From an optimization exercise on the open Yosys and OpenROAD flow, aimed at small area; shortcuts taken in it are not production practice. Where RTL was checked, it was by simulation tests only, not by an equivalence proof against the original. The flow treats the clock pin as an ideal source. Dropping or thinning the clock tree relies on that and would not hold on a real chip. Power figures rest on the tool's default switching activity, not on a simulated workload.

==> flow/design.v <==
`timescale 1ns/1ns
module clk_38k (input  logic clk_50,
                input  logic reset,
                output logic clk_38);
  localparam logic [9:0] LFSR_POL = 10'd682;
  logic [9:0] lfsr_q;
  wire  [9:0] lfsr = lfsr_q ^ LFSR_POL;
  wire term = (lfsr == 10'd348);
  always_ff @(posedge clk_50) begin
    if (reset) begin
      clk_38 <= 1'b1;
      lfsr_q <= (10'd366) ^ LFSR_POL;
    end else if (term) begin
      clk_38 <= ~clk_38;
      lfsr_q <= (clk_38 ? 10'd302 : 10'd366) ^ LFSR_POL;
    end else begin
      lfsr_q <= ({lfsr[8:0], lfsr[9] ^ lfsr[6]}) ^ LFSR_POL;
    end
  end
endmodule
`timescale 1ns/1ns
module samsung_command (input  logic clk,
                        input  logic reset,
                        input  logic key3,
                        output logic cmd);
  logic pressed;
  localparam logic [20:0] LFSR_POL = 21'd699050;
  logic [20:0] lfsr_q;
  wire  [20:0] lfsr = lfsr_q ^ LFSR_POL;
  wire term = (lfsr == 21'd851174);
  always_ff @(posedge clk) begin
    if (!key3) lfsr_q <= (21'd1398101) ^ LFSR_POL;
    else       lfsr_q <= ({lfsr[19:0], lfsr[20] ^ lfsr[18]}) ^ LFSR_POL;
    if (reset) begin
      pressed <= 1'b0;
      cmd     <= 1'b0;
    end else if (!key3) begin
      pressed <= 1'b1;
      cmd     <= ~pressed;
    end else if (term) begin
      pressed <= 1'b0;
    end
  end
endmodule
`timescale 1ns/1ns
module samsung_protocol (input  logic clk,
                         input  logic reset,
                         input  logic cmd,
                         output logic ir_mod);
  localparam logic [31:0] PATTERN = 32'he0e040bf;
  logic lead, stop;
  logic [4:0] idx;
  wire idle = stop & ~ir_mod;
  wire bitv = PATTERN[~idx];
  localparam logic [17:0] LFSR_POL = 18'd174762;
  logic [17:0] lfsr_q;
  wire  [17:0] lfsr = lfsr_q ^ LFSR_POL;
  wire term = (lfsr == 18'd40275);
  always_ff @(posedge clk) begin
    lfsr_q <= ({lfsr[16:0], lfsr[17] ^ lfsr[10]}) ^ LFSR_POL;
    if (reset) begin
      stop   <= 1'b1;
      ir_mod <= 1'b0;
    end else if (idle) begin
      if (cmd) begin
        ir_mod <= 1'b1;
        lead   <= 1'b1;
        stop   <= 1'b0;
        idx    <= 5'd0;
        lfsr_q <= (18'd82292) ^ LFSR_POL;
      end
    end else if (term) begin
      if (ir_mod) begin
        ir_mod <= 1'b0;
        lfsr_q <= (lead ? 18'd82292 : (bitv ? 18'd71672 : 18'd506)) ^ LFSR_POL;
      end else begin
        ir_mod <= 1'b1;
        lfsr_q <= (18'd1012) ^ LFSR_POL;
        if (lead) lead <= 1'b0;
        else begin
          idx <= idx + 5'd1;
          if (&idx) stop <= 1'b1;
        end
      end
    end
  end
endmodule
`timescale 1ns/1ns
module ir_drive (input  logic clk,
                 input  logic mod,
                 output logic ir_val);
  assign ir_val = clk & mod;
endmodule
`timescale 1ns/1ns
module remote_top (input  logic       CLOCK_50,
                   input  logic       reset,
                   input  logic [3:0] KEY,
                   output logic       IR_LED);
  logic clk_38, cmd, ir_mod;
  clk_38k divider (.clk_50(CLOCK_50), .reset(reset), .clk_38(clk_38));
  samsung_command key_to_cmd (.clk(CLOCK_50), .reset(reset), .key3(KEY[3]), .cmd(cmd));
  samsung_protocol prot (.clk(CLOCK_50), .reset(reset), .cmd(cmd), .ir_mod(ir_mod));
  ir_drive ir_drv (.clk(clk_38), .mod(ir_mod), .ir_val(IR_LED));
endmodule
Settings: LEC_CHECK=0, CAP_MARGIN=20, CORE_MARGIN=2, CORE_UTILIZATION=40, SLEW_MARGIN=20; clock period 20.0 ns.
standard.sh (not shown) runs the stock make flow with config.mk's settings and CLKGATE_MAP_FILE= SYNTH_SCRIPT=/design/flow/synth_recipe.tcl, a recipe that flattens the netlist after the stock synthesis.
==> flow/flow/run.sh <==
#!/bin/bash
# The standard layout (standard.sh: ORFS from synthesis to finish) with:
#  - a flat clock tree (clock_tree.tcl, run before CTS): a few clkbuf_8 leaf
#    buffers fed from the clock port, instead of TritonCTS's H-tree and
#    dummy loads;
#  - single-drive port buffers;
#  - power recovery (downsizing of non-critical gates) after global routing.
# Each tool's output is in the ORFS logs under orfs/logs/; standard.sh's
# whole output is in standard.log here.
HERE=$(cd "$(dirname "$0")" && pwd)
export PRE_CTS_TCL="$HERE/clock_tree.tcl"
export BUFFER_PORTS_ARGS="-buffer_cell sky130_fd_sc_hd__buf_1"
export RECOVER_POWER=100
bash standard.sh > standard.log 2>&1
Other scripts of this flow, unchanged in this note and not shown: flow/flow/clock_tree.tcl, flow/flow/clock_tree_params.tcl
==> next run, changes <==
--- a/flow/design.v
+++ b/flow/design.v
@@ -3,17 +3,15 @@
                 input  logic reset,
                 output logic clk_38);
-  localparam logic [9:0] LFSR_POL = 10'd682;
-  logic [9:0] lfsr_q;
-  wire  [9:0] lfsr = lfsr_q ^ LFSR_POL;
-  wire term = (lfsr == 10'd348);
+  logic [9:0] lfsr;
+  wire term = (lfsr == 10'd92);
   always_ff @(posedge clk_50) begin
     if (reset) begin
       clk_38 <= 1'b1;
-      lfsr_q <= (10'd366) ^ LFSR_POL;
+      lfsr   <= 10'd536;
     end else if (term) begin
       clk_38 <= ~clk_38;
-      lfsr_q <= (clk_38 ? 10'd302 : 10'd366) ^ LFSR_POL;
+      lfsr   <= clk_38 ? 10'd664 : 10'd536;
     end else begin
-      lfsr_q <= ({lfsr[8:0], lfsr[9] ^ lfsr[6]}) ^ LFSR_POL;
+      lfsr   <= {lfsr[8:0], lfsr[9] ^ lfsr[6]};
     end
   end
@@ -25,11 +23,9 @@
                         output logic cmd);
   logic pressed;
-  localparam logic [20:0] LFSR_POL = 21'd699050;
-  logic [20:0] lfsr_q;
-  wire  [20:0] lfsr = lfsr_q ^ LFSR_POL;
-  wire term = (lfsr == 21'd851174);
+  logic [20:0] lfsr;
+  wire term = (lfsr == 21'd2035581);
   always_ff @(posedge clk) begin
-    if (!key3) lfsr_q <= (21'd1398101) ^ LFSR_POL;
-    else       lfsr_q <= ({lfsr[19:0], lfsr[20] ^ lfsr[18]}) ^ LFSR_POL;
+    if (!key3) lfsr <= 21'd1;
+    else       lfsr <= {lfsr[19:0], lfsr[20] ^ lfsr[18]};
     if (reset) begin
       pressed <= 1'b0;
@@ -49,32 +45,31 @@
                          output logic ir_mod);
   localparam logic [31:0] PATTERN = 32'he0e040bf;
-  logic lead, stop;
+  logic busy, lead, stop;
   logic [4:0] idx;
-  wire idle = stop & ~ir_mod;
+  logic [17:0] lfsr;
+  wire term = (lfsr == 18'd142358);
   wire bitv = PATTERN[~idx];
-  localparam logic [17:0] LFSR_POL = 18'd174762;
-  logic [17:0] lfsr_q;
-  wire  [17:0] lfsr = lfsr_q ^ LFSR_POL;
-  wire term = (lfsr == 18'd40275);
   always_ff @(posedge clk) begin
-    lfsr_q <= ({lfsr[16:0], lfsr[17] ^ lfsr[10]}) ^ LFSR_POL;
+    lfsr <= {lfsr[16:0], lfsr[17] ^ lfsr[10]};
     if (reset) begin
-      stop   <= 1'b1;
+      busy   <= 1'b0;
       ir_mod <= 1'b0;
-    end else if (idle) begin
+    end else if (!busy) begin
       if (cmd) begin
+        busy   <= 1'b1;
         ir_mod <= 1'b1;
         lead   <= 1'b1;
         stop   <= 1'b0;
         idx    <= 5'd0;
-        lfsr_q <= (18'd82292) ^ LFSR_POL;
+        lfsr   <= 18'd234266;
       end
     end else if (term) begin
       if (ir_mod) begin
         ir_mod <= 1'b0;
-        lfsr_q <= (lead ? 18'd82292 : (bitv ? 18'd71672 : 18'd506)) ^ LFSR_POL;
+        if (stop) busy <= 1'b0;
+        lfsr <= lead ? 18'd234266 : (bitv ? 18'd237336 : 18'd249230);
       end else begin
         ir_mod <= 1'b1;
-        lfsr_q <= (18'd1012) ^ LFSR_POL;
+        lfsr   <= 18'd236316;
         if (lead) lead <= 1'b0;
         else begin
The new run finished with timing, DRC and antenna clean.
Total power decreases by 7.0%.
Setup slack got worse by 0.42 ns.
Clock skew went up by 0.0064 ns.
Fmax came out lower by 7.3%.
Die area grows by 7.5%.
Routed wire length rises by 7.3%.
Cell area climbs by 7.0%.
Combinational power drops by 22%.
The RTL of the first run of this note was laid out without a check of its function. In every run of this note, the design's own scripts or RTL, not TritonCTS, make the clock network.

[port drivers added, routing unchanged]
In the flow no input, the clock included, has a driving cell. The finished layouts below were timed again as built, in two steps. Step 1 (the two cells are an assumption about what drives the block):
set clk [get_ports {CLOCK_50}]
set_driving_cell -lib_cell sky130_fd_sc_hd__clkbuf_16 $clk
set_driving_cell -lib_cell sky130_fd_sc_hd__buf_2 [delete_from_list [all_inputs] $clk]
Step 2, shift: input delay + t, output delay - t, t = (earliest + latest rising clock arrival at the registers) / 2. This alone moves slack from input paths to output paths. Slacks: no drivers / after step 1 / after step 2; pairs: no drivers / after step 1.
| run | shift t [ns] | setup slack, ns | worst hold slack (ns) | clock arrival spread, ns | worst data-port slew with drivers (ns) |
|---|---|---|---|---|---|
| the first run | 0.201 | 14.686 / 14.721 / 14.520 | 0.384 / 0.384 / 0.384 | 0.007 / 0.006 | 0.03 |
| the second run | 0.205 | 14.265 / 14.298 / 14.094 | 0.444 / 0.444 / 0.444 | 0.013 / 0.013 | 0.03 |
After both steps every run listed still meets setup and hold. The setup slack of the second run, which loses most, moves by +0.033 ns with the drivers and by -0.171 ns with both steps.
